Context: an optimization exercise on an open-source flow, tuned for small area and a short achievable clock period. The choices shown serve that exercise and are no tape-out recipe. At most, simulation tests tie the RTL to the original design; equivalence was not proved.

== build 32 ==
## izhikevich_neuron
module izhikevich_neuron #(parameter DT = 16'h0100)
(
    input wire clk,
    input wire rst,
    input wire [15:0] I,
    output reg spike
);
Size in the first run: about 720 cells after synthesis, roughly 19 I/O pins, roughly 7500 µm² of cells after synthesis.
Settings: LEC_CHECK=0, CAP_MARGIN=20, CORE_MARGIN=2, CORE_UTILIZATION=40, PLACE_DENSITY=0.6, SLEW_MARGIN=20; clock period 12.0 ns.
standard.sh (not shown) runs the stock make flow with config.mk's settings and CLKGATE_MAP_FILE= SYNTH_SCRIPT=/design/flow/synth_recipe.tcl, a recipe that flattens the netlist after the stock synthesis.
==> flow/flow/run.sh <==
#!/bin/bash
# Standard ORFS layout, plus one netlist pass between synthesis and floorplan:
# flow/polar.py re-chooses the polarity of the full-adder cells that Yosys's
# extract_fa left behind, removing redundant inverters (see polar.py).
set -euo pipefail
W=$(pwd)
R=$W/orfs/results/${FLOW_PLATFORM}/izhikevich_neuron/base
bash standard.sh synth > $W/log_synth.txt 2>&1
cp $R/1_2_yosys.v $W/netlist_standard.v
python3 $W/flow/polar.py $W/netlist_standard.v $W/netlist_polar.v > $W/log_polar.txt 2>&1
cp $W/netlist_polar.v $R/1_2_yosys.v
touch $R/1_2_yosys.v
bash standard.sh finish > $W/log_finish.txt 2>&1
Other scripts of this flow, unchanged in this note and not shown: flow/flow/polar.py
Build 32 completed every stage of the flow, and the final layout passed the timing, design-rule and antenna checks.
## Diff of input files: build 74 against build 32
- an added SETUP_SLACK_MARGIN of 4
==> flow/flow/run.sh <==
#!/bin/bash
# Standard ORFS layout with two changes:
#  * between synthesis and floorplan, flow/polar.py re-chooses the polarity of
#    the full-adder cells that Yosys's extract_fa left behind, removing
#    redundant inverters (registers and all other cells untouched);
#  * ports are still all buffered, but with the small buf_1 cell.
# Each tool's output goes to a log file of its own in this folder.
set -euo pipefail
W=$(pwd)
R=$W/orfs/results/${FLOW_PLATFORM}/izhikevich_neuron/base
bash standard.sh synth > $W/log_synth.txt 2>&1
cp $R/1_2_yosys.v $W/netlist_standard.v
python3 $W/flow/polar.py $W/netlist_standard.v $W/netlist_polar.v > $W/log_polar.txt 2>&1
cp $W/netlist_polar.v $R/1_2_yosys.v
touch $R/1_2_yosys.v
export BUFFER_PORTS_ARGS="-buffer_cell sky130_fd_sc_hd__buf_1"
bash standard.sh finish > $W/log_finish.txt 2>&1
==> run summary <==
What ended build 74 was a tool error in final report (6_report); the run never finished. Comparing build 32 against build 74, there is no change at all in number of nets produced by synthesis. As far as synthesized area goes, build 32 and build 74 are indistinguishable; the numbers are identical. [compare] base=build 32 new=build 74: met3 usage moved down, initial standard-cell utilization of the core level, post-CTS repair timing setup buffer count moved up, worst setup slack before clock tree synthesis moved up, total detailed-routing wirelength moved down. From build 32 to build 74 the numbers moved as follows: sum of met2 wire segment lengths after detailed routing went down about 1.3%, routed metal-1 wire length held.
The inputs of build 11 differ from those of build 74 as listed below.
- CTS_BUF_LIST: unset -> sky130_fd_sc_hd__clkbuf_4
- Every run in build 74 and build 11 closed cleanly, with the single exception of build 74.
- Build 11 ended up with a higher global routing usage on met3 than build 74 did.
- From build 74 to build 11 the numbers moved as follows: number of DRC markers in iteration 0 went up, met2 usage went down, global-route wire length before repair went down, global-route usage did not really move.
> inputs changed (build 11 -> build 98)
- removing CTS_BUF_LIST (formerly sky130_fd_sc_hd__clkbuf_4)
- changing SETUP_SLACK_MARGIN from 4 to 5
==> flow/flow/run.sh <==
#!/bin/bash
# Standard ORFS layout, plus one netlist pass between synthesis and floorplan:
# flow/polar.py re-chooses the polarity of the full-adder cells that Yosys's
# extract_fa left behind, removing redundant inverters (see polar.py).
set -euo pipefail
W=$(pwd)
R=$W/orfs/results/${FLOW_PLATFORM}/izhikevich_neuron/base
bash standard.sh synth > $W/log_synth.txt 2>&1
cp $R/1_2_yosys.v $W/netlist_standard.v
python3 $W/flow/polar.py $W/netlist_standard.v $W/netlist_polar.v > $W/log_polar.txt 2>&1
cp $W/netlist_polar.v $R/1_2_yosys.v
touch $R/1_2_yosys.v
bash standard.sh finish > $W/log_finish.txt 2>&1
==> run summary <==
- The final layouts of build 98 and build 11 pass the timing, design-rule and antenna checks.
- In the reports for build 98 and build 11, the larger end-of-flow core utilization belongs to build 98.
- Status: mapped cell area parity (build 98, build 11)
- Summary — non-clock buffer instance count of the final layout, build 98 relative to build 11: higher, by 49.
- Going from build 11 to build 98, worst setup slack after layout picked up an extra 0.42 ns; routed wire length on met2 +26%.
- On routed via count, build 98 does worse than build 11.

---

the previous run:
izhikevich_neuron, a different RTL version from the one above (not shown whole).
Size: about 880 cells after synthesis, roughly 33 flip-flops.
make LEC_CHECK=0 CAP_MARGIN=20 CORE_MARGIN=2 CORE_UTILIZATION=40 PLACE_DENSITY=0.6 SETUP_SLACK_MARGIN=5 SLEW_MARGIN=20 finish   # period 12.0 ns
run.sh (not shown) runs the stock make flow with config.mk's settings and CLKGATE_MAP_FILE= SYNTH_SCRIPT=/design/flow/synth_recipe.tcl, a recipe that flattens the netlist after the stock synthesis.
Stock flow here: none of the scripts above is used.
Input-level comparison between the current run and the previous run:
Settings: swapping 5 for 3 in SETUP_SLACK_MARGIN.
[summary]
When the final numbers for the previous run and the current run were put side by side, the maximum fanout encountered on the critical timing path turned out to be greater in the current run. For the previous run, the endpoint of the worst setup timing path was v[11], unlike the current run, where it was v[12]. The current run: arrival time of the worst setup path higher than the previous run. ~same number of H-tree levels in the previous run and the current run. The current run leaves less setup margin than the previous run. Relative to the previous run, the current run improves final area. Multiplexer fraction of the synthesized cell area came out exactly the same in the previous run and the current run.
No run of this note included a check of the RTL's function; only the layout flow was run.

---

alpha:
izhikevich_neuron, a different RTL version from the one above (not shown whole).
Size: roughly 760 cells after synthesis, roughly 19 I/O pins, ~7200 um2 of cells after synthesis.
export LEC_CHECK = 0
export CAP_MARGIN = 20
export CORE_MARGIN = 2
export CORE_UTILIZATION = 40
export PLACE_DENSITY = 0.6
export SETUP_SLACK_MARGIN = 5
export SLEW_MARGIN = 20
create_clock -name core_clock -period 12.0 [get_ports {clk}]
standard.sh (not shown) runs the stock make flow with config.mk's settings and CLKGATE_MAP_FILE= SYNTH_SCRIPT=/design/flow/synth_recipe.tcl, a recipe that flattens the netlist after the stock synthesis.
==> flow/flow/run.sh <==
#!/bin/bash
# Layout flow for the hand-mapped datapath.
#  1. the standard synthesis of the RTL (kept for its flip-flops: their
#     names, cell types and reset nets are reused unchanged);
#  2. flow/gen2.py, the same generator that wrote the RTL (same options, see
#     flow/gen_args), writes the same circuit mapped by hand onto sky130 cells:
#     full-adder trees and parallel-prefix adders as designed, instead of
#     Yosys/ABC's re-mapping of them;
#  3. flow/polar.py re-chooses the polarity of the full-adder cells (and picks
#     between a gate and its complement) to drop
#     redundant inverters;
#  4. the standard ORFS flow from floorplan on, with every port buffered by a
#     buf_1 cell.
# Each tool's output goes to a log file of its own in this folder.
set -euo pipefail
W=$(pwd)
R=$W/orfs/results/${FLOW_PLATFORM}/izhikevich_neuron/base
bash standard.sh synth > $W/log_synth.txt 2>&1
cp $R/1_2_yosys.v $W/netlist_standard.v
python3 $W/flow/gen2.py $(cat $W/flow/gen_args) --net $W/netlist_hand.v --std $W/netlist_standard.v > $W/log_gen2.txt 2>&1
python3 $W/flow/polar.py --gates $W/netlist_hand.v $W/netlist_polar.v > $W/log_polar.txt 2>&1
cp $W/netlist_polar.v $R/1_2_yosys.v
touch $R/1_2_yosys.v
export BUFFER_PORTS_ARGS="-buffer_cell sky130_fd_sc_hd__buf_1"
bash standard.sh finish > $W/log_finish.txt 2>&1
Other scripts of this flow, unchanged in this note and not shown: flow/flow/gen2.py, flow/flow/gen_args, flow/flow/polar.py
alpha went all the way through synthesis, placement and routing and the layout is clean on timing, DRC and antenna.
diff inputs: alpha => beta
Settings: changing SETUP_SLACK_MARGIN from 5 to 4.
Results
Taking alpha as the reference point, the total area of multi-input combinational cells of beta falls by 2.1%. Total length of routed met2 wires is higher on alpha. beta against alpha: maximum number of pins on one net before global-route repair comparable; growth of design area from synthesis to finish fell 2.7 points; average detailed-routed wire length per instance down about 0.7%; worst slew margin relative to its limit shrank by 14 points; measured slew at the worst slew-check pin climbed 0.22 ns. Looking at end point of the critical path, the v[14] result is from beta; the v[15] one comes from alpha.

[port drivers added, routing unchanged]
In the flow no input, the clock included, has a driving cell. The finished layouts below were timed again as built, in two steps.
Step 1 (the two cells are an assumption about what drives the block):
set clk [get_ports {clk}]
set_driving_cell -lib_cell sky130_fd_sc_hd__clkbuf_16 $clk
set_driving_cell -lib_cell sky130_fd_sc_hd__buf_2 [delete_from_list [all_inputs] $clk]
Step 2 moves the port delays by t, midway between the first and last clock arrival at a register: inputs arrive t later, outputs are due t later. That takes back most of the time a late clock gives input paths.
Three values: ideal ports, drivers, drivers and shift; two values: the first two.
run	t, ns	setup slack, ns	worst setup path after step 2	worst register clock-pin slew, ns
build 32	0.318	3.728 / 3.728 / 3.728	register to register	0.06 / 0.06
build 11	0.395	4.374 / 4.374 / 4.374	register to register	0.12 / 0.12
build 98	0.314	4.793 / 4.793 / 4.793	register to register	0.06 / 0.06
the previous run	0.317	4.257 / 4.257 / 4.257	register to register	0.06 / 0.06
the current run	0.326	3.508 / 3.508 / 3.508	register to register	0.06 / 0.06
alpha	0.317	5.443 / 5.443 / 5.443	register to register	0.06 / 0.06
beta	0.316	4.666 / 4.666 / 4.666	register to register	0.06 / 0.06
After both steps setup and hold are still met in every run listed.
